Source: an optimization exercise on an open RTL-to-GDS flow (aim: small area). Production flows keep margins and buffers that such runs may drop.
At most, simulation tests tie the RTL to the original design; equivalence was not proved.
Only the layout flow was run in runs 2 to 4; the RTL was not checked for function there.
Power and IR drop assume default switching activity.

## flow/design.v

```verilog
module CSRFile (
    input             clk,
    input             rst,
    input      [31:0] wdata,
    input             ms_w, ms_s, ms_c,    
    input             ie_w, ie_s, ie_c,    
    input             ip_w, ip_s, ip_c,    
    input             tv_w,                
    input             ep_w,                
    input             ca_w,                
    input             ca_trap,             
    input      [31:0] trap_cause,
    input             ep_trap,             
    input      [31:0] trap_pc,
    input             ms_enter,            
    input             ms_exit,             
    output     [31:0] mstatus,
    output reg [31:0] mie,
    output reg [31:0] mtvec,
    output reg [31:0] mepc,
    output reg [31:0] mcause,
    output reg [31:0] mip,
    output reg        ms_v, ie_v, tv_v, ep_v, ca_v, ip_v
);
    reg [31:0] ms;         
    reg        mie_b, mpie_b;
    assign mstatus = {ms[31:8], mpie_b, ms[6:4], mie_b, ms[2:0]};
    always @(posedge clk or negedge rst) begin
        if (!rst) begin
            ms_v <= 1'b0; ie_v <= 1'b0; ip_v <= 1'b0;
            tv_v <= 1'b0; ep_v <= 1'b0; ca_v <= 1'b0;
            mie_b <= 1'b0; mpie_b <= 1'b0;
        end else begin
            if (ms_w | ms_s) ms_v <= 1'b1;
            if (ie_w | ie_s) ie_v <= 1'b1;
            if (ip_w | ip_s) ip_v <= 1'b1;
            if (tv_w) tv_v <= 1'b1;
            if (ep_w | ep_trap) ep_v <= 1'b1;
            if (ca_w | ca_trap) ca_v <= 1'b1;
            if (ms_w)
                {mpie_b, mie_b} <= {wdata[7], wdata[3]};
            else if (ms_s)
                {mpie_b, mie_b} <= {mpie_b | wdata[7], mie_b | wdata[3]};
            else if (ms_c)
                {mpie_b, mie_b} <= {mpie_b & ~wdata[7], mie_b & ~wdata[3]};
            else if (ms_enter)
                {mpie_b, mie_b} <= {mie_b, 1'b0};
            else if (ms_exit)
                {mpie_b, mie_b} <= {1'b1, mpie_b};
        end
    end
    wire ms_set = ms_w | ms_s, ms_keep = ~(ms_w | (ms_s & ~ms_v));
    wire ie_set = ie_w | ie_s, ie_keep = ~(ie_w | (ie_s & ~ie_v));
    wire ip_set = ip_w | ip_s, ip_keep = ~(ip_w | (ip_s & ~ip_v));
    wire tv_keep = ~tv_w;
    wire ep_keep = ~(ep_w | ep_trap);
    wire ca_keep = ~(ca_w | ca_trap);
    always @(posedge clk) begin
        ms  <= (wdata & {32{ms_set}}) | (ms  & {32{ms_keep}} & ~(wdata & {32{ms_c}}));
        mie <= (wdata & {32{ie_set}}) | (mie & {32{ie_keep}} & ~(wdata & {32{ie_c}}));
        mip <= (wdata & {32{ip_set}}) | (mip & {32{ip_keep}} & ~(wdata & {32{ip_c}}));
        mtvec  <= (wdata & {32{tv_w}}) | (mtvec & {32{tv_keep}});
        mepc   <= (trap_pc & {32{ep_trap}}) | (wdata & {32{ep_w}}) | (mepc & {32{ep_keep}});
        mcause <= (trap_cause & {32{ca_trap}}) | (wdata & {32{ca_w}}) | (mcause & {32{ca_keep}});
    end
endmodule
module ExceptionHandler (
    input  wire        clk,
    input  wire        rst,
    input  wire        exception,
    input  wire        mret,
    input  wire [31:0] mcause_in,
    input  wire [31:0] pc_actual,
    input  wire        csr_op_valid,
    input  wire [2:0]  csr_op_type,       
    input  wire [11:0] csr_op_addr,
    input  wire [31:0] csr_op_wdata,
    output wire [31:0] csr_op_rdata,
    output wire        csr_op_done,
    output wire [31:0] mtvec_vect_out,
    output wire [31:0] mepc_out,
    output wire        exception_handling_flag
);
    localparam IDLE = 3'd0, CSR = 3'd1, P0 = 3'd2, P1 = 3'd3,
               P2 = 3'd4, H1 = 3'd5, H2 = 3'd6, RST = 3'd7;
    reg [2:0] st;
    reg [2:0] rd;
    wire s_csr = (st == CSR);
    wire a_ms = (csr_op_addr == 12'h300);
    wire a_ie = (csr_op_addr == 12'h304);
    wire a_tv = (csr_op_addr == 12'h305);
    wire a_ep = (csr_op_addr == 12'h341);
    wire a_ca = (csr_op_addr == 12'h342);
    wire a_ip = (csr_op_addr == 12'h344);
    wire t_r = s_csr & (csr_op_type == 3'd0);
    wire t_w = s_csr & (csr_op_type == 3'd1);
    wire t_s = s_csr & (csr_op_type == 3'd2);
    wire t_c = s_csr & (csr_op_type == 3'd3);
    wire [31:0] mstatus, mie, mtvec, mepc, mcause, mip;
    wire ms_v, ie_v, tv_v, ep_v, ca_v, ip_v;
    CSRFile u_csrfile (
        .clk(clk), .rst(rst),
        .wdata(csr_op_wdata),
        .ms_w(t_w & a_ms), .ms_s(t_s & a_ms), .ms_c(t_c & a_ms),
        .ie_w(t_w & a_ie), .ie_s(t_s & a_ie), .ie_c(t_c & a_ie),
        .ip_w(t_w & a_ip), .ip_s(t_s & a_ip), .ip_c(t_c & a_ip),
        .tv_w(t_w & a_tv), .ep_w(t_w & a_ep), .ca_w(t_w & a_ca),
        .ca_trap(st == P0), .trap_cause(mcause_in),
        .ep_trap(st == P1), .trap_pc(pc_actual),
        .ms_enter(st == P2), .ms_exit(st == RST),
        .mstatus(mstatus), .mie(mie), .mtvec(mtvec), .mepc(mepc),
        .mcause(mcause), .mip(mip),
        .ms_v(ms_v), .ie_v(ie_v), .tv_v(tv_v), .ep_v(ep_v), .ca_v(ca_v), .ip_v(ip_v));
    always @(posedge clk or negedge rst) begin
        if (!rst) begin
            st <= IDLE;
            rd <= 3'd0;
        end else begin
            case (st)
                IDLE:    st <= exception ? P0 : csr_op_valid ? CSR : IDLE;
                P0:      st <= P1;
                P1:      st <= P2;
                P2:      st <= H1;
                H1, H2:  st <= mret ? RST : H2;
                default: st <= IDLE;
            endcase
            if (!s_csr)          rd <= 3'd0;
            else if (!t_r)       rd <= 3'd1;
            else if (a_ms)       rd <= 3'd2;
            else if (a_ie)       rd <= ie_v ? 3'd3 : 3'd1;
            else if (a_tv)       rd <= tv_v ? 3'd4 : 3'd1;
            else if (a_ep)       rd <= ep_v ? 3'd5 : 3'd1;
            else if (a_ca)       rd <= ca_v ? 3'd6 : 3'd1;
            else if (a_ip)       rd <= ip_v ? 3'd7 : 3'd1;
            else                 rd <= 3'd1;
        end
    end
    assign csr_op_done = (rd != 3'd0);
    wire [31:0] ms_read = {mstatus[31:8] & {24{ms_v}}, mstatus[7], mstatus[6:4] & {3{ms_v}},
                           mstatus[3], mstatus[2:0] & {3{ms_v}}};
    assign csr_op_rdata = ({32{rd == 3'd2}} & ms_read)
                        | ({32{rd == 3'd3}} & mie)
                        | ({32{rd == 3'd4}} & mtvec)
                        | ({32{rd == 3'd5}} & mepc)
                        | ({32{rd == 3'd6}} & mcause)
                        | ({32{rd == 3'd7}} & mip);
    wire [14:0] pa = mtvec[16:2];
    wire [14:0] pb = mcause_in[14:0] & {15{mtvec[0]}};
    wire [15:0] pc;
    assign pc[0] = 1'b0;
    genvar i;
    generate for (i = 0; i < 15; i = i + 1) begin : g_pre
        assign pc[i+1] = (pa[i] & pb[i]) | (pc[i] & (pa[i] | pb[i]));
    end endgenerate
    reg c15;
    always @(posedge clk) c15 <= pc[15];
    wire [29:0] va = mtvec[31:2];
    wire [29:0] vb = mcause[29:0] & {30{mtvec[0]}};
    wire [30:0] vc;
    assign vc[0] = 1'b0;
    generate for (i = 0; i < 30; i = i + 1) begin : g_add
        if (i == 15) begin : g_mid
            assign vc[i+1] = (va[i] & vb[i]) | (c15 & (va[i] ^ vb[i]));
        end else begin : g_bit
            assign vc[i+1] = (va[i] & vb[i]) | (vc[i] & (va[i] ^ vb[i]));
        end
    end endgenerate
    wire [29:0] vec = va ^ vb ^ {vc[29:16], c15, vc[14:0]};
    assign mtvec_vect_out = {vec & {30{st == P1 && tv_v}}, 2'b00};
    assign mepc_out = mepc & {32{st == P2}};
    assign exception_handling_flag = (st == H2) | (st == RST);
endmodule
```

## flow/run.sh

```bash
#!/bin/bash
# synth_recipe.tcl (not shown) runs the flow's synth.tcl, then flattens the netlist and writes it again
# the make line also repeats each setting of config.mk as NAME=value (left out here)
make -C /OpenROAD-flow-scripts/flow DESIGN_CONFIG=/design/flow/config.mk WORK_HOME=/design/flow/orfs CLKGATE_MAP_FILE= SYNTH_SCRIPT=/design/flow/synth_recipe.tcl finish
```

## flow/config.mk

```make
export PLATFORM = sky130hd
export DESIGN_NAME = ExceptionHandler
export DESIGN_NICKNAME = ExceptionHandler
export VERILOG_FILES = /design/flow/design.v
export SDC_FILE = /design/flow/constraint.sdc
export NUM_CORES = 4
export LEC_CHECK = 0
export ABC_AREA = 1
export CAP_MARGIN = 20
export CORE_MARGIN = 2
export CORE_UTILIZATION = 40
export CTS_BUF_LIST = sky130_fd_sc_hd__clkbuf_16
export CTS_CLUSTER_DIAMETER = 80
export CTS_CLUSTER_SIZE = 25
export SLEW_MARGIN = 20
```

## flow/constraint.sdc

```tcl
create_clock -name core_clock -period 10.0 [get_ports {clk}]
set_input_delay 2.0000 -clock core_clock [delete_from_list [all_inputs] [get_ports {clk}]]
set_output_delay 2.0000 -clock core_clock [all_outputs]
set_load 0.01 [all_outputs]
```

==> results of run 1 <==
==> per-layer routing <==
metal / track usage / vias to the layer above / wire length (um) / share of wire
met2: 0.4689 / 411 / 17480 / 0.47
met5: 0 / - / 13 / 0.00035
met1: 0.3804 / 4772 / 15930 / 0.43
li1: - / 4669 / - / -
met4: 0.08689 / 2 / 1006 / 0.027
met3: 0.03998 / 63 / 2796 / 0.075
==> critical path: cells and delay by family, from the launching register on <==
family / cells / cell delay, ns
AOI/OAI and AO/OA: 2 / 0.20
xor gates and xnor gates: 1 / 0.18
adders and majority gates: 13 / 5.36
buffers and inverters: 3 / 0.89
DFF: 1 / 0.42
and+or+nand+nor: 1 / 0.10
==> synthesized netlist by cell type, drive strengths merged, types with 3 or more instances <==
library cell	number	area [sq um]
nor2	90	337.8
a21oi	37	185.2
edfxtp	32	960.9
o221ai	48	420.4
a31oi	3	18.77
o21ai	123	615.6
clkbuf	58	217.7
nand3	91	455.4
dfxtp	159	3183
o211ai	82	615.6
buf	18	88.83
nor4	7	58.81
nand2	230	863.3
a221oi	4	35.03
o22ai	19	118.9
fa	27	540.5
inv	163	611.8
nor3	13	65.06
nand4	6	37.54
a22oi	23	172.7
dfrtp	14	350.3
==> kinds of logic (layout without fill, tap and decap cells) <==
logic type / Yosys count / in the layout
buffers and inverters: 241 / 420
XOR/XNOR: 2 / 2
adder cells (fa/ha/maj): 28 / 28
other: 1 / 2
AO/OA/AOI/OAI: 343 / 343
flip-flops: 205 / 205
AND/OR/NAND/NOR: 439 / 439
==> power by group through the flow <==
| stage | Clock (mW) | Sequential, mW | Combinational [mW] |
|---|---|---|---|
| final | 0.602 | 1.07 | 0.773 |
| after detailed placement | 0 | 1.08 | 0.773 |
| after global placement | 0 | 1.08 | 0.767 |
| after CTS | 0.607 | 1.06 | 0.776 |
| after floorplan | 0 | 1.05 | 0.446 |
| after global routing | 0.636 | 1.08 | 0.860 |
==> how the worst max path moves through the flow <==
stage	startpoint	end	slack [ns]
finish	register	mtvec_vect_out[16]	0.37
global placement	register	mtvec_vect_out[31]	0.76
floorplan	register	mtvec_vect_out[31]	0.38
CTS	register	mtvec_vect_out[31]	0.21
detailed placement	register	mtvec_vect_out[31]	0.70
global route	register	mtvec_vect_out[16]	0.07
==> through the flow <==
| step | util | hold slack, ns | instances |
|---|---|---|---|
| after floorplan | - | 0.4229 | 1260 |
| after global placement | 0.5102 | 0.4399 | 1742 |
| after detailed placement | 0.5102 | 0.4439 | 1742 |
| after CTS | 0.5281 | 0.4663 | 1763 |
| after global routing | 0.5282 | 0.4841 | 1763 |
| final | 0.5282 | 0.4620 | 1763 |
==> cell type report <==
type	count	area, sq um
Clock buffer	13	325.3
Clock inverter	8	111.4
Fill cell	2339	11540
Inverter	165	619.3
Multi-Input combinational cell	814	4677
Sequential cell	205	4494
Tap cell	324	405.4
Timing Repair Buffer	234	2287
==> repair_timing <==
action / CTS / global route
buffers inserted: 0 / 0
gates resized for setup: 0 / 1
setup endpoints to repair: 0 / 1
==> summary.txt, run 1 <==
outcome -> complete, no violations
max incr delay on CP -> 0.55 ns
dpl ws -> 0.7023 ns
Iter 0 DRT Violations -> 822
Die Y -> 162.4 um
vias in the first global route -> 9,823
Overall Global Routing Usage -> 0.2815
Post-Route WL -> 37.23 mm
Hold Path Origin -> u_csrfile.ca_v
Warnings, synthesis -> 2
critical-path cell list -> buf_4 > nand2_1 > fa_1 > fa_1 > fa_1 > fa_1 > fa_1 > fa_1 > fa_1 > fa_1 > fa_1 > fa_1 > fa_1 > fa_1 > inv_1 > fa_1 > xor2_1 > o21ai_0 > a21oi_1 > clkdlybuf4s50_1
VDD IR max -> 106.2 uV
H-tree levels -> 1
main combinational cell family by area after synthesis -> compound AO/OA/AOI/OAI gates
initial antenna violation count -> 2
Adder-Cell Fraction of Synth Area -> 0.05508
Core Area -> 24,460 sq um
Compound-Gate Fraction of Synth Area -> 0.2206
Layout Nets -> 1,577
CTS Root Cell -> clkbuf_16
Post-CTS Hold Fix Bufs -> 0
f_max -> 103.9 MHz
Avg Cell Area, Syn -> 7.974 sq um
Hold EP -> u_csrfile.ca_v
Hold Fails Final Rpt -> 0
drt pass-1 iters -> 5
Port Buf Inserts -> 211
Critical Path RT -> 8.00 ns
TritonCTS clock tree -> done
R2R setup slack -> 6.09 ns
CTS Sinks -> 205
Internal -> 1.607 mW
synth unique cells -> 35
Least-Margin Pin Slew -> 1.043 ns
R2R cell count -> 9
largest net degree at the start of global routing -> 35
Post-Synth Simple-Gate Area -> 0.1823
Die Width -> 162.4 um
Clk Latency, worst-skew pair -> 0.48 ns
FF+latch count, synth -> 205
Worst setup SP type -> register
relative slew slack -> 0.3042
row count -> 57
final instance area -> 12,920 sq um
max-slew violation count -> 0
period utilisation layout -> 0.9628
WL/cell -> 21.12 um
Max Cap Viol -> 0
DP Wirelength -> 24.42 mm
CP Data Arrival Time -> 7.63 ns
commonest cells after routing, fill and taps aside -> 230 x nand2_1, 210 x clkdlybuf4s50_1, 160 x inv_1
setup violators final -> 0
fraction of registers with async set/reset -> 0.06829
I/O pin cnt -> 214
post-synthesis sequential area ratio -> 0.4477
worst setup slack after layout -> 0.3723 ns
worst hold-check path type -> register to register
min cycle time layout -> 9.628 ns
Final TNS setup -> 0 ns
Post-DP Area -> 12,480 sq um
EDFF count, synth -> 32
Leak -> 5.007 nW
skew final -> 0.01769 ns
Post-Synthesis Cells -> 1,259
slowest stage cell, crit path -> clkdlybuf4s50_1
crit path max fanout -> 16
r2r endpoint -> u_csrfile.mepc[22]
# DRC -> 0
Layout area overhead -> 28.69%
unrepaired setup endpoints after global routing -> false
vias per cell -> 5.625
Sw Share -> 0.3416
crit end category -> output pin
Clock power frac -> 0.247
switching pwr -> 833.8 uW
PnR Total Power -> 2.441 mW
sequential share of power -> 0.437
post-route ant nets -> 0
cell repeated most along the worst path -> fa_1
Setup Crit Path Kind -> register to output pin
Num CTS Buffers -> 13
clk slew on worst S/H paths -> 0.10 ns
number of antenna repair diodes -> 0
layout cells sized above 1 -> 0.04031
GPL Wtd Cong -> 0.9193
WHS Path Cells -> 2
first-pass GRT wire length -> 57.29 mm
mux contribution to synthesized area -> 0
Clock Path Buffers -> 3
via count -> 9,917
Power Density -> 188.9 nW/um^2
commonest non-fill, non-tap cell in the layout -> nand2_1
Comb power frac -> 0.317
total overflow reported by the global router -> 0
cell area after synthesis -> 10,040 sq um
Synth Flop Type -> dfxtp_1
RR Startpoint -> st[2]
Starting Density -> 0.4104
XOR/XNOR Fraction of Synth Area -> 0.001745
die area -> 26,380 sq um
==> run 2, diff against run 1 <==
--- a/flow/design.v
+++ b/flow/design.v
@@ -51,15 +51,14 @@
     end
-    wire ms_set = ms_w | ms_s, ms_keep = ~(ms_w | (ms_s & ~ms_v));
-    wire ie_set = ie_w | ie_s, ie_keep = ~(ie_w | (ie_s & ~ie_v));
-    wire ip_set = ip_w | ip_s, ip_keep = ~(ip_w | (ip_s & ~ip_v));
-    wire tv_keep = ~tv_w;
-    wire ep_keep = ~(ep_w | ep_trap);
-    wire ca_keep = ~(ca_w | ca_trap);
+    wire ms_k = ms_w | (ms_s & ~ms_v);
+    wire ie_k = ie_w | (ie_s & ~ie_v);
+    wire ip_k = ip_w | (ip_s & ~ip_v);
     always @(posedge clk) begin
-        ms  <= (wdata & {32{ms_set}}) | (ms  & {32{ms_keep}} & ~(wdata & {32{ms_c}}));
-        mie <= (wdata & {32{ie_set}}) | (mie & {32{ie_keep}} & ~(wdata & {32{ie_c}}));
-        mip <= (wdata & {32{ip_set}}) | (mip & {32{ip_keep}} & ~(wdata & {32{ip_c}}));
-        mtvec  <= (wdata & {32{tv_w}}) | (mtvec & {32{tv_keep}});
-        mepc   <= (trap_pc & {32{ep_trap}}) | (wdata & {32{ep_w}}) | (mepc & {32{ep_keep}});
-        mcause <= (trap_cause & {32{ca_trap}}) | (wdata & {32{ca_w}}) | (mcause & {32{ca_keep}});
+        ms  <= (wdata & {32{ms_w | ms_s}}) | (ms  & ~{32{ms_k}} & ~(wdata & {32{ms_c}}));
+        mie <= (wdata & {32{ie_w | ie_s}}) | (mie & ~{32{ie_k}} & ~(wdata & {32{ie_c}}));
+        mip <= (wdata & {32{ip_w | ip_s}}) | (mip & ~{32{ip_k}} & ~(wdata & {32{ip_c}}));
+        if (tv_w) mtvec <= wdata;
+        if (ep_trap) mepc <= trap_pc;
+        else if (ep_w) mepc <= wdata;
+        if (ca_trap) mcause <= trap_cause;
+        else if (ca_w) mcause <= wdata;
     end
@@ -146,24 +145,3 @@
                         | ({32{rd == 3'd7}} & mip);
-    wire [14:0] pa = mtvec[16:2];
-    wire [14:0] pb = mcause_in[14:0] & {15{mtvec[0]}};
-    wire [15:0] pc;
-    assign pc[0] = 1'b0;
-    genvar i;
-    generate for (i = 0; i < 15; i = i + 1) begin : g_pre
-        assign pc[i+1] = (pa[i] & pb[i]) | (pc[i] & (pa[i] | pb[i]));
-    end endgenerate
-    reg c15;
-    always @(posedge clk) c15 <= pc[15];
-    wire [29:0] va = mtvec[31:2];
-    wire [29:0] vb = mcause[29:0] & {30{mtvec[0]}};
-    wire [30:0] vc;
-    assign vc[0] = 1'b0;
-    generate for (i = 0; i < 30; i = i + 1) begin : g_add
-        if (i == 15) begin : g_mid
-            assign vc[i+1] = (va[i] & vb[i]) | (c15 & (va[i] ^ vb[i]));
-        end else begin : g_bit
-            assign vc[i+1] = (va[i] & vb[i]) | (vc[i] & (va[i] ^ vb[i]));
-        end
-    end endgenerate
-    wire [29:0] vec = va ^ vb ^ {vc[29:16], c15, vc[14:0]};
+    wire [29:0] vec = mtvec[31:2] + (mcause[29:0] & {30{mtvec[0]}});
     assign mtvec_vect_out = {vec & {30{st == P1 && tv_v}}, 2'b00};
--- a/flow/config.mk
+++ b/flow/config.mk
@@ -11,5 +11,2 @@
 export CORE_UTILIZATION = 40
-export CTS_BUF_LIST = sky130_fd_sc_hd__clkbuf_16
-export CTS_CLUSTER_DIAMETER = 80
-export CTS_CLUSTER_SIZE = 25
 export SLEW_MARGIN = 20
==> summary.txt, run 2 <==
WL/cell -> 19.24 um
largest net degree at the start of global routing -> 67
synth unique cells -> 46
via count -> 11.97k
outcome -> complete, no violations
worst setup slack after layout -> 4.097 ns
Num CTS Buffers -> 25
Setup Crit Path Kind -> register to output pin
commonest cells in the netlist -> 490 x nand2_1, 214 x inv_1, 168 x nor2_1
vias per cell -> 5.307
Power Density -> 179.2 nW/um^2
Post-CTS Hold Fix Bufs -> 0
crit end category -> output pin
CTS Sinks -> 204
Starting Density -> 0.4082
crit path max fanout -> 18
row count -> 63
dpl ws -> 4.661 ns
total overflow reported by the global router -> 0
Post-DP Area -> 14,580 sq um
Die Width -> 178.2 um
Iter 0 DRT Violations -> 1,027
slowest stage cell, crit path -> edfxtp_1
Warnings, synthesis -> 2
placed cells -> 2,207
CTS Root Cell -> clkbuf_16
VDD IR max -> 119.6 uV
vias in the first global route -> 11.47k
layout cells sized above 1 -> 0.07032
CTS resizes -> 0
fraction of registers with async set/reset -> 0.06863
critical-path cell list -> buf_4 > nand2_1 > inv_1 > ha_1 > inv_1 > fa_1 > inv_1 > nand3_1 > nand3_1 > nand2_1 > nand3_1 > nand2_1 > nand3_1 > nand2_1 > nor2_1 > clkdlybuf4s50_1
max-slew violation count -> 0
skew final -> 0.01555 ns
crit-path leading delay family -> buffers and inverters
Clock Path Buffers -> 3
f_max -> 169.4 MHz
I/O pin cnt -> 214
Post-Synthesis Cells -> 1,657
CP Data Arrival Time -> 3.90 ns
PnR Total Power -> 2.769 mW
EDFF count, synth -> 96
top-area cell type share of the netlist area -> 0.2376
H-tree levels -> 1
TritonCTS clock tree -> done
Layout Nets -> 1,990
Avg Cell Area, Syn -> 7.321 sq um
commonest non-fill, non-tap cell in the layout -> nand2_1
Clk Latency, worst-skew pair -> 0.54 ns
die area -> 31,740 sq um
Layout area overhead -> 27.38%
Synth Flop Type -> edfxtp_1
Port Buf Inserts -> 211
FF+latch count, synth -> 204
Die Y -> 178.2 um
most common cell in the synthesized netlist -> nand2_1
post-synthesis sequential area ratio -> 0.4216
buffers plus inverters on the worst setup path -> 5
final instance area -> 15,450 sq um
Leak -> 6.640 nW
Final TNS setup -> 0 ns
cell area after synthesis -> 12,130 sq um
Synth area leaders -> edfxtp_1 24%, dfxtp_1 16%, nand2_1 15%
GPL Wtd Cong -> 0.9215
max incr delay on CP -> 0.78 ns
fin cells -> 2,255
first-pass GRT wire length -> 65.79 mm
Critical Path RT -> 8.00 ns
drt pass-1 iters -> 5
Max Cap Viol -> 0
Worst setup SP type -> register
Least-Margin Pin Slew -> 1.181 ns
filler cell count -> 2,966
commonest cells after routing, fill and taps aside -> 490 x nand2_1, 214 x inv_1, 211 x clkdlybuf4s50_1
Core Area -> 29,720 sq um
min cycle time layout -> 5.903 ns
Post-Route WL -> 43.39 mm
clk slew on worst S/H paths -> 0.06 ns
setup violators final -> 0
Hold Fails Final Rpt -> 0
# Post-CTS Setup Buffers -> 0
worst hold-check path type -> register to register
unrepaired setup endpoints after global routing -> false
Overall Global Routing Usage -> 0.2727
relative slew slack -> 0.2110
post-route ant nets -> 0
DP Wirelength -> 30.06 mm
initial antenna violation count -> 3
period utilisation layout -> 0.5903
post-synth top area cell -> edfxtp_1
# DRC -> 0
[run 2: cell count changes in the layout (fill, tap and decap cells not counted), sizes merged, moves of 19 or more]
cell and delta:
nand2 +269, nor2 +92, dfxtp -65, edfxtp +64, inv +57, a21oi +52, o211ai -50, o221ai -48
nand3 +30, ha +28, fa -26, nand4 +19
[run 2: path summary, 6_finish.rpt]
kind / from / end / slack, ns / cells past startpoint
min: u_csrfile.mie[1] / u_csrfile.mie[1] / 0.47 / 2
max in group asynchronous: rst / u_csrfile.mpie_b / 7.66 / 1
max reg2reg: st[2] / u_csrfile.mcause[31] / 7.48 / 6
min in group asynchronous: rst / u_csrfile.ca_v / 1.89 / 1
min reg2reg: u_csrfile.mie[1] / u_csrfile.mie[1] / 0.47 / 2
max: u_csrfile.mtvec[0] / mtvec_vect_out[30] / 4.10 / 16
[run 2: cell type report]
cell class / instances / area [sq um] / area share
diodes: 2 / 5.005 / 0.0003239
clock buffers: 27 / 643.1 / 0.04162
clock inverters: 19 / 229.0 / 0.01482
inverters: 222 / 833.3 / 0.05392
multi-input cells: 1164 / 5888 / 0.3810
flip-flops and latches: 204 / 5115 / 0.3310
well taps: 390 / 488.0 / 0.03158
repair buffers: 227 / 2252 / 0.1457
[run 2: where the power goes]
part	switching (mW)	internal [mW]	leakage (nW)
clock network	0.375	0.595	0.431
registers	0.0600	0.997	1.79
logic	0.470	0.272	4.42
total	0.905	1.86	6.64
[run 2: per-stage QoR]
stage | util | hold WS [ns]
final | 0.5200 | 0.4664
after global routing | 0.5199 | 0.4821
after CTS | 0.5199 | 0.4679
after detailed placement | 0.4905 | 0.4600
after global placement | 0.4896 | 0.4532
after floorplan | - | 0.4397
[run 2: logic make-up (layout without fill, tap and decap cells)]
family,count (synthesis),count (layout),synth area share
XOR/XNOR,2,2,0.001444
flip-flops,204,204,0.4216
adder cells (fa/ha/maj),30,30,0.03156
AND/OR/NAND/NOR,841,841,0.2940
buffers and inverters,290,495,0.1002
other,1,4,0.0003091
AO/OA/AOI/OAI,289,289,0.1508
[run 2: worst min-delay path: cells and delay by family (launching register included)]
family | cells | cell delay (ns)
DFF | 1 | 0.31
and+or+nand+nor | 2 | 0.12
[run 2: routing by layer]
layer  vias to the layer above  track usage  routed length [um]
met1                      5612       0.3812               19690
li1                       5814            -                   -
met5                         -            0                  13
met2                       477       0.4390               19660
met4                         2      0.07958                 938
met3                        63      0.03815                3098
==> run 3, diff against run 2 <==
--- a/flow/config.mk
+++ b/flow/config.mk
@@ -11,2 +11,3 @@
 export CORE_UTILIZATION = 40
+export CTS_BUF_LIST = sky130_fd_sc_hd__clkbuf_4
 export SLEW_MARGIN = 20
==> summary.txt, run 3 <==
top-area cell type share of the netlist area -> 0.2376
FF+latch count, synth -> 204
vias in the first global route -> 11.71k
Hold Fails Final Rpt -> 0
initial antenna violation count -> 3
CTS Sinks -> 204
Die Y -> 178.2 um
post-synthesis sequential area ratio -> 0.4216
WHS Path Cells -> 2
Layout area overhead -> 26.07%
Avg Cell Area, Syn -> 7.321 sq um
CTS Root Cell -> clkbuf_4
min cycle time layout -> 6.093 ns
via count -> 12.20k
worst setup path startpoint -> u_csrfile.mtvec[0]
post-synth top area cell -> edfxtp_1
r2r endpoint -> u_csrfile.mcause[20]
Post-Route WL -> 43.44 mm
post-route ant nets -> 0
crit path max fanout -> 18
Synth area leaders -> edfxtp_1 24%, dfxtp_1 16%, nand2_1 15%
Overall Global Routing Usage -> 0.2741
Post-Synthesis Cells -> 1,657
Post-CTS Hold Fix Bufs -> 0
GPL Wtd Cong -> 0.9215
unrepaired setup endpoints after global routing -> false
Multi-input gate area -> 5888 sq um
CP Data Arrival Time -> 4.09 ns
row count -> 63
Final TNS setup -> 0 ns
Setup Crit Path Kind -> register to output pin
commonest non-fill, non-tap cell in the layout -> nand2_1
critical-path cell list -> buf_4 > nand2_1 > inv_1 > ha_1 > inv_1 > fa_1 > inv_1 > nand3_1 > nand3_1 > nand2_1 > nand3_1 > nand2_1 > nand3_1 > nand2_1 > nor2_1 > clkdlybuf4s50_1
RR Startpoint -> st[2]
Die Width -> 178.2 um
Synth Flop Type -> edfxtp_1
crit end category -> output pin
cell area after synthesis -> 12,130 sq um
vias per cell -> 5.280
WL/cell -> 18.80 um
filler cell count -> 3,023
Layout Nets -> 2,019
CTS resizes -> 0
total overflow reported by the global router -> 0
most common cell in the synthesized netlist -> nand2_1
max incr delay on CP -> 0.78 ns
EDFF count, synth -> 96
CP endpoint -> mtvec_vect_out[30]
clk slew on worst S/H paths -> 0.07 ns
Warnings, synthesis -> 2
period utilisation layout -> 0.6093
PnR Total Power -> 2.539 mW
I/O pin cnt -> 214
commonest cells after routing, fill and taps aside -> 490 x nand2_1, 214 x inv_1, 211 x clkdlybuf4s50_1
Clk Latency, worst-skew pair -> 0.71 ns
worst hold-check path type -> register to register
f_max -> 164.1 MHz
Port Buf Inserts -> 211
VDD IR max -> 118.2 uV
Least-Margin Pin Slew -> 1.164 ns
placed cells -> 2,207
Iter 0 DRT Violations -> 1,075
# Post-CTS Setup Buffers -> 0
outcome -> complete, no violations
Power Density -> 166.0 nW/um^2
commonest cells in the netlist -> 490 x nand2_1, 214 x inv_1, 168 x nor2_1
relative slew slack -> 0.2223
largest net degree at the start of global routing -> 67
Critical Path RT -> 8.00 ns
Worst setup SP type -> register
H-tree levels -> 2
R2R cell count -> 6
DP Wirelength -> 30.06 mm
layout cells sized above 1 -> 0.09171
die area -> 31,740 sq um
first-pass GRT wire length -> 65.96 mm
Max Cap Viol -> 0
fin cells -> 2,311
slowest stage cell, crit path -> edfxtp_1
Clock Path Buffers -> 3
drt pass-1 iters -> 6
synth unique cells -> 46
setup violators final -> 0
R2R setup slack -> 7.41 ns
max-slew violation count -> 0
skew final -> 0.05489 ns
# DRC -> 0
fraction of registers with async set/reset -> 0.06863
Seq. cell area -> 5115 sq um
Starting Density -> 0.4082
Num CTS Buffers -> 54
Leak -> 6.627 nW
Core Area -> 29,720 sq um
TritonCTS clock tree -> done
## run 3: changes by cell type in the layout (fill, tap and decap cells not counted), sizes merged
cell,delta
bufinv,-5
clkbuf,+55
clkinv,+9
inv,-3
## run 3: per-layer routing
layer	routed length (um)	global-route usage	part of all wire
met1	19280	0.3759	0.44
met2	19710	0.4370	0.45
met3	3309	0.04540	0.076
met4	1132	0.09631	0.026
met5	9	0	0.00021
## run 3: cells by family after synthesis
| logic type | Yosys count | synth area share |
|---|---|---|
| AOI/OAI and AO/OA | 289 | 0.1508 |
| DFF | 204 | 0.4216 |
| and+or+nand+nor | 841 | 0.2940 |
| xor gates and xnor gates | 2 | 0.001444 |
| other | 1 | 0.0003091 |
| buffers and inverters | 290 | 0.1002 |
| adders and majority gates | 30 | 0.03156 |
## run 3: layout make-up
cell class,count,share of cell area
clock inverters,20,0.006381
well taps,390,0.03190
clock buffers,82,0.04025
inverters,222,0.05448
repair buffers,227,0.1473
flip-flops and latches,204,0.3344
diodes,2,0.0003272
multi-input cells,1164,0.3850
## run 3: worst max-delay path, delay by kind of cell (launching register included)
family | cells | cell delay, ns
buffers and inverters | 5 | 1.08
adder cells (fa/ha/maj) | 2 | 0.59
AND/OR/NAND/NOR | 9 | 0.91
flip-flops | 1 | 0.78
## run 3: where the power goes
part           switching [mW]  internal, mW
Clock                   0.365         0.378
Sequential             0.0600         0.996
Combinational           0.469         0.272
## run 3: how the worst min path moves through the flow
stage                            from                end  slack [ns]
finish               u_csrfile.mie[1]   u_csrfile.mie[1]        0.47
global route        u_csrfile.mie[25]  u_csrfile.mie[25]        0.48
CTS                  u_csrfile.mie[1]   u_csrfile.mie[1]        0.47
detailed placement   u_csrfile.mie[1]   u_csrfile.mie[1]        0.46
global placement     u_csrfile.mie[2]   u_csrfile.mie[2]        0.45
floorplan              u_csrfile.ca_v     u_csrfile.ca_v        0.44
## run 3: metrics by stage
stage / instance area [sq um] / setup slack [ns] / util / hold slack [ns]
3_5_place_dp: 14580 / 4.661 / 0.4905 / 0.4600
6_report: 15290 / 3.907 / 0.5147 / 0.4655
4_1_cts: 15290 / 3.883 / 0.5145 / 0.4692
5_1_grt: 15290 / 3.554 / 0.5146 / 0.4821
2_1_floorplan: 12140 / 4.631 / - / 0.4397
3_3_place_gp: 14550 / 4.757 / 0.4896 / 0.4532
==> run 4, diff against run 3 <==
--- a/flow/config.mk
+++ b/flow/config.mk
@@ -11,3 +11,4 @@
 export CORE_UTILIZATION = 40
-export CTS_BUF_LIST = sky130_fd_sc_hd__clkbuf_4
+export CTS_BUF_LIST = sky130_fd_sc_hd__clkbuf_2
+export CTS_CLUSTER_SIZE = 20
 export SLEW_MARGIN = 20
==> summary.txt, run 4 <==
outcome -> complete, no violations
Post-Synthesis Cells -> 1,657
relative slew slack -> 0.2350
vias in the first global route -> 11.63k
Starting Density -> 0.4082
H-tree levels -> 2
GPL Wtd Cong -> 0.9215
main combinational cell family by area after synthesis -> simple AND/OR/NAND/NOR gates
CP Data Arrival Time -> 4.24 ns
Least-Margin Pin Slew -> 1.145 ns
# DRC -> 0
WL/cell -> 18.89 um
cell area after synthesis -> 12,130 sq um
Num CTS Buffers -> 53
EDFF count, synth -> 96
Critical Path RT -> 8.00 ns
f_max -> 160.2 MHz
post-route ant nets -> 0
CTS resizes -> 0
VDD IR max -> 126.4 uV
CTS Sinks -> 204
mux contribution to synthesized area -> 0
post-synth top area cell -> edfxtp_1
Die Width -> 178.2 um
Setup Crit Path Kind -> register to output pin
Overall Global Routing Usage -> 0.2735
Die Y -> 178.2 um
via count -> 12.20k
CTS Root Cell -> clkbuf_2
XOR/XNOR Fraction of Synth Area -> 0.001444
layout cells sized above 1 -> 0.09310
commonest cells in the netlist -> 490 x nand2_1, 214 x inv_1, 168 x nor2_1
commonest non-fill, non-tap cell in the layout -> nand2_1
worst hold-check path type -> register to register
unrepaired setup endpoints after global routing -> false
Core Area -> 29,720 sq um
commonest cells after routing, fill and taps aside -> 490 x nand2_1, 214 x inv_1, 211 x clkdlybuf4s50_1
initial antenna violation count -> 3
Synth area leaders -> edfxtp_1 24%, dfxtp_1 16%, nand2_1 15%
Hold Fails Final Rpt -> 0
row count -> 63
top-area cell type share of the netlist area -> 0.2376
Compound-Gate Fraction of Synth Area -> 0.1508
Post-Route WL -> 43.53 mm
vias per cell -> 5.296
Post-CTS Hold Fix Bufs -> 0
Synth Flop Type -> edfxtp_1
most common cell in the synthesized netlist -> nand2_1
die area -> 31,740 sq um
Post-Synth Simple-Gate Area -> 0.2940
Clk Latency, worst-skew pair -> 0.84 ns
drt pass-1 iters -> 7
total overflow reported by the global router -> 0
FF+latch count, synth -> 204
Warnings, synthesis -> 2
max-slew violation count -> 0
period utilisation layout -> 0.6242
crit end category -> output pin
Worst setup SP type -> register
# Post-CTS Setup Buffers -> 0
Layout Nets -> 2,018
synth unique cells -> 46
Clock Path Buffers -> 3
TritonCTS clock tree -> done
Avg Cell Area, Syn -> 7.321 sq um
setup violators final -> 0
Iter 0 DRT Violations -> 1,054
min cycle time layout -> 6.242 ns
DP Wirelength -> 30.06 mm
Max Cap Viol -> 0
Port Buf Inserts -> 211
Layout area overhead -> 24.06%
Final TNS setup -> 0 ns
Adder-Cell Fraction of Synth Area -> 0.03156
crit path max fanout -> 18
post-synthesis sequential area ratio -> 0.4216
Core Util, Final -> 0.5065
first-pass GRT wire length -> 65.85 mm
largest net degree at the start of global routing -> 67
fraction of registers with async set/reset -> 0.06863
I/O pin cnt -> 214
clk slew on worst S/H paths -> 0.10 ns
Power Density -> 157.5 nW/um^2
Leak -> 6.586 nW
skew final -> 0.07987 ns
-- run 4: cell counts after synthesis --
Identical to the previous run, type by type.
-- run 4: cell families (layout without fill, tap and decap cells) --
kind of cell,count (synthesis),after routing
compound gates,289,289
buf+inv,290,544
flops,204,204
simple gates,841,841
other cells,1,4
fa+ha+maj,30,30
xor+xnor,2,2
-- run 4: metal layers --
| layer | track usage | wire length [um] | vias up |
|---|---|---|---|
| li1 | - | - | 5889 |
| met4 | 0.08367 | 978 | 2 |
| met1 | 0.3763 | 19070 | 5668 |
| met3 | 0.04710 | 3695 | 71 |
| met5 | 0 | 13 | - |
| met2 | 0.4390 | 19770 | 573 |
-- run 4: report_power, final --
part / switching (mW) / total (mW) / internal (mW)
logic: 0.470 / 0.742 / 0.272
registers: 0.0602 / 1.06 / 0.995
clock network: 0.348 / 0.573 / 0.224
total: 0.879 / 2.37 / 1.49
-- run 4: path summary, 6_finish.rpt --
check | cells after the start | slack (ns) | endpoint | from
worst max-delay path | 16 | 3.76 | mtvec_vect_out[30] | u_csrfile.mtvec[0]
worst min-delay path | 2 | 0.47 | u_csrfile.mie[1] | u_csrfile.mie[1]
worst min register to register | 2 | 0.47 | u_csrfile.mie[1] | u_csrfile.mie[1]
worst max register to register | 6 | 7.41 | u_csrfile.mcause[16] | st[1]
max in group asynchronous | 1 | 7.96 | rd[0] | rst
min in group asynchronous | 1 | 1.57 | st[1] | rst
-- run 4: stage by stage --
stage	area (sq um)	hold slack [ns]	total power, mW	setup slack [ns]	cells
global placement	14550	0.4532	1.806	4.757	2206
finish	15050	0.4703	2.370	3.758	2304
floorplan	12140	0.4397	1.467	4.631	1658
CTS	15050	0.4735	2.371	3.731	2302
detailed placement	14580	0.4600	1.809	4.661	2207
global route	15050	0.4900	2.508	3.380	2303
-- run 4: worst max-delay path, cell delays in order, from the launching register on --
cell	delay (ns)
edfxtp_1	0.80
buf_4	0.31
nand2_1	0.07
inv_1	0.06
ha_1	0.17
inv_1	0.06
fa_1	0.42
inv_1	0.09
nand3_1	0.06
nand3_1	0.19
nand2_1	0.09
nand3_1	0.14
nand2_1	0.09
nand3_1	0.09
nand2_1	0.05
nor2_1	0.15
clkdlybuf4s50_1	0.56
-- run 4: area by class of cell --
cell class / count / area (sq um)
diodes: 2 / 5.005
fillers: 3060 / 14670
multi-input cells: 1164 / 5888
well taps: 390 / 488.0
inverters: 222 / 833.3
flip-flops and latches: 204 / 5115
clock inverters: 9 / 38.79
repair buffers: 227 / 2252
clock buffers: 86 / 430.4
==> run 5, diff against run 4 <==
--- a/flow/design.v
+++ b/flow/design.v
@@ -51,14 +51,15 @@
     end
-    wire ms_k = ms_w | (ms_s & ~ms_v);
-    wire ie_k = ie_w | (ie_s & ~ie_v);
-    wire ip_k = ip_w | (ip_s & ~ip_v);
+    wire ms_set = ms_w | ms_s, ms_keep = ~(ms_w | (ms_s & ~ms_v));
+    wire ie_set = ie_w | ie_s, ie_keep = ~(ie_w | (ie_s & ~ie_v));
+    wire ip_set = ip_w | ip_s, ip_keep = ~(ip_w | (ip_s & ~ip_v));
+    wire tv_keep = ~tv_w & tv_v;      
+    wire ep_keep = ~(ep_w | ep_trap);
+    wire ca_keep = ~(ca_w | ca_trap);
     always @(posedge clk) begin
-        ms  <= (wdata & {32{ms_w | ms_s}}) | (ms  & ~{32{ms_k}} & ~(wdata & {32{ms_c}}));
-        mie <= (wdata & {32{ie_w | ie_s}}) | (mie & ~{32{ie_k}} & ~(wdata & {32{ie_c}}));
-        mip <= (wdata & {32{ip_w | ip_s}}) | (mip & ~{32{ip_k}} & ~(wdata & {32{ip_c}}));
-        if (tv_w) mtvec <= wdata;
-        if (ep_trap) mepc <= trap_pc;
-        else if (ep_w) mepc <= wdata;
-        if (ca_trap) mcause <= trap_cause;
-        else if (ca_w) mcause <= wdata;
+        ms  <= (wdata & {32{ms_set}}) | (ms  & {32{ms_keep}} & ~(wdata & {32{ms_c}}));
+        mie <= (wdata & {32{ie_set}}) | (mie & {32{ie_keep}} & ~(wdata & {32{ie_c}}));
+        mip <= (wdata & {32{ip_set}}) | (mip & {32{ip_keep}} & ~(wdata & {32{ip_c}}));
+        mtvec  <= (wdata & {32{tv_w}}) | (mtvec & {32{tv_keep}});
+        mepc   <= (trap_pc & {32{ep_trap}}) | (wdata & {32{ep_w}}) | (mepc & {32{ep_keep}});
+        mcause <= (trap_cause & {32{ca_trap}}) | (wdata & {32{ca_w}}) | (mcause & {32{ca_keep}});
     end
@@ -145,3 +146,24 @@
                         | ({32{rd == 3'd7}} & mip);
-    wire [29:0] vec = mtvec[31:2] + (mcause[29:0] & {30{mtvec[0]}});
+    wire [14:0] pa = mtvec[16:2];
+    wire [14:0] pb = mcause_in[14:0] & {15{mtvec[0]}};
+    wire [15:0] pc;
+    assign pc[0] = 1'b0;
+    genvar i;
+    generate for (i = 0; i < 15; i = i + 1) begin : g_pre
+        assign pc[i+1] = (pa[i] & pb[i]) | (pc[i] & (pa[i] | pb[i]));
+    end endgenerate
+    reg c15;
+    always @(posedge clk) c15 <= pc[15];
+    wire [29:0] va = mtvec[31:2];
+    wire [29:0] vb = mcause[29:0] & {30{mtvec[0]}};
+    wire [30:0] vc;
+    assign vc[0] = 1'b0;
+    generate for (i = 0; i < 30; i = i + 1) begin : g_add
+        if (i == 15) begin : g_mid
+            assign vc[i+1] = (va[i] & vb[i]) | (c15 & (va[i] ^ vb[i]));
+        end else begin : g_bit
+            assign vc[i+1] = (va[i] & vb[i]) | (vc[i] & (va[i] ^ vb[i]));
+        end
+    end endgenerate
+    wire [29:0] vec = va ^ vb ^ {vc[29:16], c15, vc[14:0]};
     assign mtvec_vect_out = {vec & {30{st == P1 && tv_v}}, 2'b00};
==> flow/flow/run.sh (new file) <==
#!/bin/bash
# Own layout flow: the standard ORFS flow with three changes:
#  - synthesis is the standard flow's own script (synth_recipe.tcl) with a different ABC
#    script for the combinational logic (area.abc); registers are untouched;
#  - port buffers use the smallest buffer cell;
#  - clock tree with its own clustering and buffer choice, no dummy loads.
# Each tool's output goes to a log in the work folder.
set -euo pipefail
W=$PWD
F=$W/flow
export MY_ABC_SCRIPT=$F/area.abc
RES=$W/orfs/results/sky130hd/ExceptionHandler/base
MK=(make -C "$FLOW_HOME" DESIGN_CONFIG="$W/config.mk" WORK_HOME="$W/orfs" CLKGATE_MAP_FILE=
    SYNTH_SCRIPT="$F/synth.tcl")

"${MK[@]}" synth > "$W/flow_synth.log" 2>&1

"${MK[@]}" "BUFFER_PORTS_ARGS=-buffer_cell sky130_fd_sc_hd__buf_1" \
    "CTS_ARGS=$(cat "$F/cts_args.txt")" finish > "$W/flow_layout.log" 2>&1

: # left out here: write the final layout as DEF
==> flow/flow/area.abc (new file) <==
strash
&get -n
&deepsyn -T 30
&put
dch -f
amap
topo
==> flow/flow/cts_args.txt (new file) <==
-sink_clustering_enable -repair_clock_nets -sink_clustering_size 25 -sink_clustering_max_diameter 80 -buf_list sky130_fd_sc_hd__clkbuf_16 -dont_use_dummy_load
==> flow/flow/synth.tcl (new file) <==
# The standard flow's synthesis script, with ABC run on MY_ABC_SCRIPT instead of ORFS's
# script.  ABC maps only the combinational logic; the registers are as the
# standard synthesis makes them.
proc abc {args} {
  set i [lsearch -exact $args -script]
  if { $i >= 0 } { lset args [expr {$i + 1}] $::env(MY_ABC_SCRIPT) }
  yosys abc {*}$args
}
source [file join [file dirname [file dirname [file normalize [info script]]]] synth_recipe.tcl]
==> flow/standard.sh (new file) <==
#!/bin/bash
# synth_recipe.tcl (not shown) runs the flow's synth.tcl, then flattens the netlist and writes it again
# the make line also repeats each setting of config.mk as NAME=value (left out here)
make -C /OpenROAD-flow-scripts/flow DESIGN_CONFIG=/design/flow/config.mk WORK_HOME=/design/flow/orfs CLKGATE_MAP_FILE= SYNTH_SCRIPT=/design/flow/synth_recipe.tcl "${@:-finish}"
--- a/flow/config.mk
+++ b/flow/config.mk
@@ -11,4 +11,2 @@
 export CORE_UTILIZATION = 40
-export CTS_BUF_LIST = sky130_fd_sc_hd__clkbuf_2
-export CTS_CLUSTER_SIZE = 20
 export SLEW_MARGIN = 20
removed: flow/run.sh
==> summary.txt, run 5 <==
outcome -> complete, no violations
PnR Total Power -> 2.170 mW
vias in the first global route -> 8,758
post-synthesis sequential area ratio -> 0.4568
DP Wirelength -> 21.59 mm
filler cell count -> 2,261
WL/cell -> 22.25 um
post-route ant nets -> 0
CTS Sinks -> 205
EDFF count, synth -> 0
Post-Route WL -> 34.69 mm
worst hold-check path type -> register to register
Clk Latency, worst-skew pair -> 0.49 ns
Iter 0 DRT Violations -> 1,222
vias per cell -> 5.988
Synth Flop Type -> dfxtp_1
Avg Cell Area, Syn -> 8.889 sq um
Core Util, Final -> 0.4840
commonest non-fill, non-tap cell in the layout -> buf_1
GPL Wtd Cong -> 0.8689
skew final -> 0.03519 ns
CTS Root Cell -> clkbuf_16
I/O pin cnt -> 214
initial antenna violation count -> 0
max incr delay on CP -> 0.49 ns
largest net degree at the start of global routing -> 35
Max Cap Viol -> 0
unrepaired setup endpoints after global routing -> false
row count -> 55
Num CTS Buffers -> 13
Least-Margin Pin Slew -> 1.108 ns
# Post-CTS Setup Buffers -> 0
Starting Density -> 0.4061
crit end category -> output pin
slowest stage cell, crit path -> fa_1
R2R setup slack -> 6.38 ns
top-area cell type share of the netlist area -> 0.4185
Setup Crit Path Kind -> register to output pin
Clock Path Buffers -> 3
drt pass-1 iters -> 7
placed cells -> 1,544
Final TNS setup -> 0 ns
setup violators final -> 0
Die Y -> 155.1 um
crit path max fanout -> 11
Warnings, synthesis -> 2
CP Data Arrival Time -> 7.63 ns
Layout area overhead -> 19.18%
Die Width -> 155.1 um
Layout Nets -> 1,419
via count -> 9,336
FF+latch count, synth -> 205
Hold Fails Final Rpt -> 0
post-synth top area cell -> dfxtp_1
Leak -> 3.544 nW
Critical Path RT -> 8.00 ns
die area -> 24,070 sq um
layout cells sized above 1 -> 0.04006
synth unique cells -> 40
Synth area leaders -> dfxtp_1 42%, a222oi_1 13%, o21ai_0 11%
fin cells -> 1,559
most common cell in the synthesized netlist -> o21ai_0
Port Buf Inserts -> 211
critical-path cell list -> nand2_1 > fa_1 > fa_1 > fa_1 > fa_1 > fa_1 > fa_1 > fa_1 > fa_1 > fa_1 > fa_1 > fa_1 > fa_1 > clkinv_1 > fa_1 > clkinv_1 > fa_1 > a21oi_1 > o21ai_0 > a21oi_1 > buf_1
cell repeated most along the worst path -> fa_1
max-slew violation count -> 0
Core Area -> 22,500 sq um
final instance area -> 10,890 sq um
TritonCTS clock tree -> done
Post-Synthesis Cells -> 1,028
cell area after synthesis -> 9138 sq um
min cycle time layout -> 9.626 ns
f_max -> 103.9 MHz
WHS -> 0.4673 ns
CTS resizes -> 0
H-tree levels -> 1
Power Density -> 199.3 nW/um^2
clk slew on worst S/H paths -> 0.09 ns
period utilisation layout -> 0.9626
first-pass GRT wire length -> 51.69 mm
# DRC -> 0
relative slew slack -> 0.2587
worst setup slack after layout -> 0.3741 ns
total overflow reported by the global router -> 0
Worst setup SP type -> register
Overall Global Routing Usage -> 0.2785
fraction of registers with async set/reset -> 0.06829
Post-CTS Hold Fix Bufs -> 0
VDD IR max -> 118.9 uV
commonest cells after routing, fill and taps aside -> 211 x buf_1, 194 x o21ai_0, 190 x dfxtp_1
dpl ws -> 0.7300 ns
Post-DP Area -> 10,530 sq um
commonest cells in the netlist -> 195 x o21ai_0, 191 x dfxtp_1, 165 x clkinv_1
run 5: cell types whose count changed after synthesis, moves of 96 or more:
cell	change
a222oi_1	+116
clkinv_1	+163
dfxtp_1	+97
edfxtp_1	-96
inv_1	-214
nand2_1	-418
nand3_1	-115
o21ai_0	+139
run 5: power by group:
group / total, mW / switching, mW / internal (mW)
clock network: 0.512 / 0.279 / 0.233
logic: 0.578 / 0.346 / 0.232
registers: 1.08 / 0.119 / 0.960
total: 2.17 / 0.744 / 1.43
run 5: layout make-up:
type                       count  area (sq um)  share of cell area
antenna                        1         2.502           0.0002298
clock buffer                  13         325.3             0.02987
inverter                     165         619.3             0.05687
multi-input combinational    657          4434              0.4072
sequential                   205          4175              0.3834
tap                          285         356.6             0.03274
timing repair buffer         233         977.2             0.08973
run 5: worst paths after layout:
path                               startpoint                   end  depth (start not counted)
max                        u_csrfile.mtvec[0]    mtvec_vect_out[31]                         21
min                            u_csrfile.ep_v        u_csrfile.ep_v                          1
max reg2reg                             st[1]  u_csrfile.mcause[18]                         13
min reg2reg                    u_csrfile.ep_v        u_csrfile.ep_v                          1
max in group asynchronous                 rst        u_csrfile.ms_v                          1
min in group asynchronous                 rst        u_csrfile.tv_v                          1
run 5: cell families after synthesis:
| group | count (synthesis) | synth area share |
|---|---|---|
| adders and majority gates | 28 | 0.06052 |
| buffers and inverters | 167 | 0.06942 |
| DFF | 205 | 0.4568 |
| and+or+nand+nor | 226 | 0.1113 |
| AOI/OAI and AO/OA | 401 | 0.3015 |
| other | 1 | 0.0004104 |
run 5: worst max-delay path: cells and delay by family (launching register included):
family          cells  cell delay [ns]
flops               1             0.46
compound gates      3             0.41
fa+ha+maj          14             5.84
simple gates        1             0.10
buf+inv             3             0.34
run 5: layer usage:
metal / vias to the layer above / track usage / share of wire
met5: - / 0 / 0
met4: 0 / 0.07716 / 0.021
met3: 53 / 0.03593 / 0.098
met2: 541 / 0.4597 / 0.46
met1: 4406 / 0.3852 / 0.42
li1: 4336 / - / -

==> what the ideal ports hide <==
No port has a modelled driver above. Below, the same layouts with a new extraction and two added sets of constraints. Step 1: set_driving_cell puts a clkbuf_16 on clk and a buf_2 on each other input, an assumption about the parent block. Step 2 also shifts input and output timing later by t, the mid clock arrival at the registers, as if the neighbouring blocks saw the same clock. Three values: no drivers, after step 1, after step 2; two values: the first two.
run	t, ns	setup WS [ns]	worst setup path at the end	slew at the worst register clock pin (ns)	pins driven straight from the clock port
run 1	0.517	0.372 / 0.323 / 0.840	register to output	0.10 / 0.10	1
run 2	0.579	4.097 / 4.048 / 4.627	register to output	0.07 / 0.07	1
run 3	0.734	3.907 / 3.864 / 4.597	register to output	0.07 / 0.07	1
run 4	0.842	3.758 / 3.716 / 4.558	register to output	0.12 / 0.12	1
run 5	0.517	0.374 / 0.327 / 0.844	register to output	0.11 / 0.11	1
After both steps setup and hold are still met in every run listed.
